What follows belongs to an exercise in optimizing a design on an open flow for small area; a production flow would make more cautious choices. RTL that was checked went through simulation tests only; none was proved equivalent to the original. Power is estimated from default activity; no workload was simulated.

## proc
module proc(
  input         clk,
  input         reset,
  input         enable_pc_external,
  output [15:0] imem_addr,
  input  [15:0] imem_data,
  output        rf_we,
  output [2:0]  rf_waddr,
  output [15:0] rf_wdata,
  output        st_valid,
  output [15:0] st_addr,
  output [15:0] st_data
);
clock: 10.0 ns
lec_check: 0
cap_margin: 20
core_margin: 2
core_utilization: 55
place_density: 0.65
slew_margin: 20
standard.sh (not shown) runs the stock make flow with config.mk's settings and CLKGATE_MAP_FILE= SYNTH_SCRIPT=/design/flow/synth_recipe.tcl, a recipe that flattens the netlist after the stock synthesis.
==> flow/flow/run.sh <==
#!/bin/bash
# Own layout flow. It runs the standard flow (standard.sh) with these
# changes:
#  1. after the standard synthesis, the combinational logic is re-mapped by
#     ABC with an area-oriented script (flow/resyn.ys, flow/area.abc); the
#     flip-flops are untouched black boxes, so register names and cell types
#     stay those of the standard synthesis;
#  2. ports are buffered with buf_1;
#  3. clock tree synthesis inserts no dummy loads and uses clkbuf_4 buffers.
# Each tool's output goes to a log file of its own in this folder.
set -euo pipefail
W=$(pwd)
R=$W/orfs/results/sky130hd/proc/base
LIB=$FLOW_HOME/platforms/sky130hd/lib/sky130_fd_sc_hd__tt_025C_1v80.lib
YOSYS=$FLOW_HOME/../tools/install/yosys/bin/yosys
export BUFFER_PORTS_ARGS="-buffer_cell sky130_fd_sc_hd__buf_1"
export CTS_ARGS="-sink_clustering_enable -repair_clock_nets -dont_use_dummy_load -buf_list sky130_fd_sc_hd__clkbuf_4"

bash standard.sh synth > log_1_synth.txt 2>&1
cp $R/1_2_yosys.v $R/1_2_yosys_std.v
python3 flow/genmodels.py $LIB comb_models.v > log_genmodels.txt 2>&1
sed -e "s#LIBFILE#$LIB#g" -e "s#RESULTS#$R#g" flow/resyn.ys > resyn.ys
$YOSYS -s resyn.ys > log_resyn_yosys.txt 2>&1
rm -f $R/1_synth.odb $R/1_synth.sdc
bash standard.sh synth > log_1b_synth_odb.txt 2>&1
bash standard.sh > log_2_layout.txt 2>&1
Other scripts of this flow, unchanged in this note and not shown: flow/flow/area.abc, flow/flow/genmodels.py, flow/flow/resyn.ys
The first run produced a clean layout.
Edit:
--- a/flow/design.v
+++ b/flow/design.v
@@ -50,47 +50,63 @@
   wire use_b = is_add | is_sub | is_cmp | is_bnz;
   wire we_op = is_add | is_sub | is_mov | is_cmp | is_ld | is_long;
   wire tk_op = we_op | is_st | is_exc;
   wire [1:0] bp_op = is_ld ? 2'b10 :
                      (is_nop | is_bnz | is_st | is_exc) ? 2'b00 : 2'b01;
   wire [2:0] opa = di[8:6];
   wire [2:0] opb = di[2:0];                   
   wire [2:0] opr = is_st ? di[11:9] : di[2:0];  
   function [7:0] dec8(input [2:0] a);
     dec8 = 8'b1 << a;
   endfunction
   reg [2:0]  tka, tkb;
+  reg [2:0]  tka_r, tkb_r;    
   reg [15:0] rfa, rfb;
   reg        ra_v, rb_v;
   reg [2:0]  ra_addr, rb_addr;
   reg [15:0] ra_res, rb_res;
   wire [7:0] opa_h = dec8(opa), opb_h = dec8(opb), opr_h = dec8(opr);
   reg  [7:0] tka_h, tkb_h;
   always @(*) begin
     tka = 3'd0; tkb = 3'd0; rfa = 16'd0; rfb = 16'd0;
-    for (k = 0; k < 8; k = k + 1) begin
-      tka = tka | (tkt[k*3 +: 3] & {3{opa_h[k]}});
-      tkb = tkb | (tkt[k*3 +: 3] & {3{opb_h[k]}});
+    tka = tka_r; tkb = tkb_r;
+    for (k = 0; k < 8; k = k + 1) begin
       rfa = rfa | (rf[k*16 +: 16] & {16{opa_h[k]}});
       rfb = rfb | (rf[k*16 +: 16] & {16{opr_h[k]}});
     end
     tka_h = dec8(tka); tkb_h = dec8(tkb);
     ra_v = |(rob_v & tka_h);
     rb_v = |(rob_v & tkb_h);
     ra_addr = 3'd0; rb_addr = 3'd0; ra_res = 16'd0; rb_res = 16'd0;
     for (k = 0; k < 8; k = k + 1) begin
       ra_addr = ra_addr | (rob_addr[k*3 +: 3] & {3{tka_h[k]}});
       rb_addr = rb_addr | (rob_addr[k*3 +: 3] & {3{tkb_h[k]}});
       ra_res = ra_res | (rob_res[k*16 +: 16] & {16{tka_h[k]}});
       rb_res = rb_res | (rob_res[k*16 +: 16] & {16{tkb_h[k]}});
+    end
+  end
+  wire [7:0] nra_h = dec8(imem_data[8:6]), nrb_h = dec8(imem_data[2:0]);
+  reg  [2:0] tka_n, tkb_n;
+  always @(*) begin
+    tka_n = 3'd0; tkb_n = 3'd0;
+    for (k = 0; k < 8; k = k + 1) begin
+      tka_n = tka_n | (tkt[k*3 +: 3] & {3{nra_h[k]}});
+      tkb_n = tkb_n | (tkt[k*3 +: 3] & {3{nrb_h[k]}});
+    end
+  end
+  wire tw = we_op & reset;    
+  always @(posedge clk) begin
+    if (!stall) begin
+      tka_r <= (tw & (di[11:9] == imem_data[8:6])) ? tail : tka_n;
+      tkb_r <= (tw & (di[11:9] == imem_data[2:0])) ? tail : tkb_n;
     end
   end
   wire am = ra_addr == opa;
   wire bm = rb_addr == opb;
   reg [5:0] lm_a, lm_b;
   always @(*) begin
     for (k = 0; k < 6; k = k + 1) begin
       lm_a[k] = l_v[k] & (l_tick[k*3 +: 3] == tka);
       lm_b[k] = l_v[k] & (l_tick[k*3 +: 3] == tkb);
     end
   end
   wire e_hit_a = (e_dest == opa) & (e_tick == tka) & (e_bp != 2'b00);
Global-route usage goes down by 0.65 points; worst setup slack improved by 380 ps; power goes up by 4.9%; clock skew goes down by 9.9 ps; area after synthesis goes up by 1.8%; design area stays flat.
The RTL of the first run of this note was laid out without a check of its function.

-- port drivers added, routing unchanged --
The flow's constraints put no driver on any port. The routed layouts listed below were extracted and timed again, unchanged, in two steps.
Step 1 (the two cells are an assumption about what drives the block):
set clk [get_ports {clk}]
set_driving_cell -lib_cell sky130_fd_sc_hd__clkbuf_16 $clk
set_driving_cell -lib_cell sky130_fd_sc_hd__buf_2 [delete_from_list [all_inputs] $clk]
Step 2 moves the port delays by t, midway between the first and last clock arrival at a register: inputs arrive t later, outputs are due t later. That takes back most of the time a late clock gives input paths.
a / b / c = no drivers / after step 1 / after step 2; a / b = the first two.
run	t (ns)	setup slack, ns	worst hold slack (ns)	worst data-port slew with drivers (ns)
the first run	0.854	0.584 / 0.584 / 0.584	0.323 / 0.323 / 0.323	0.04
the second run	0.873	0.959 / 0.959 / 0.959	0.322 / 0.322 / 0.322	0.06
After both steps every run listed still meets setup and hold.
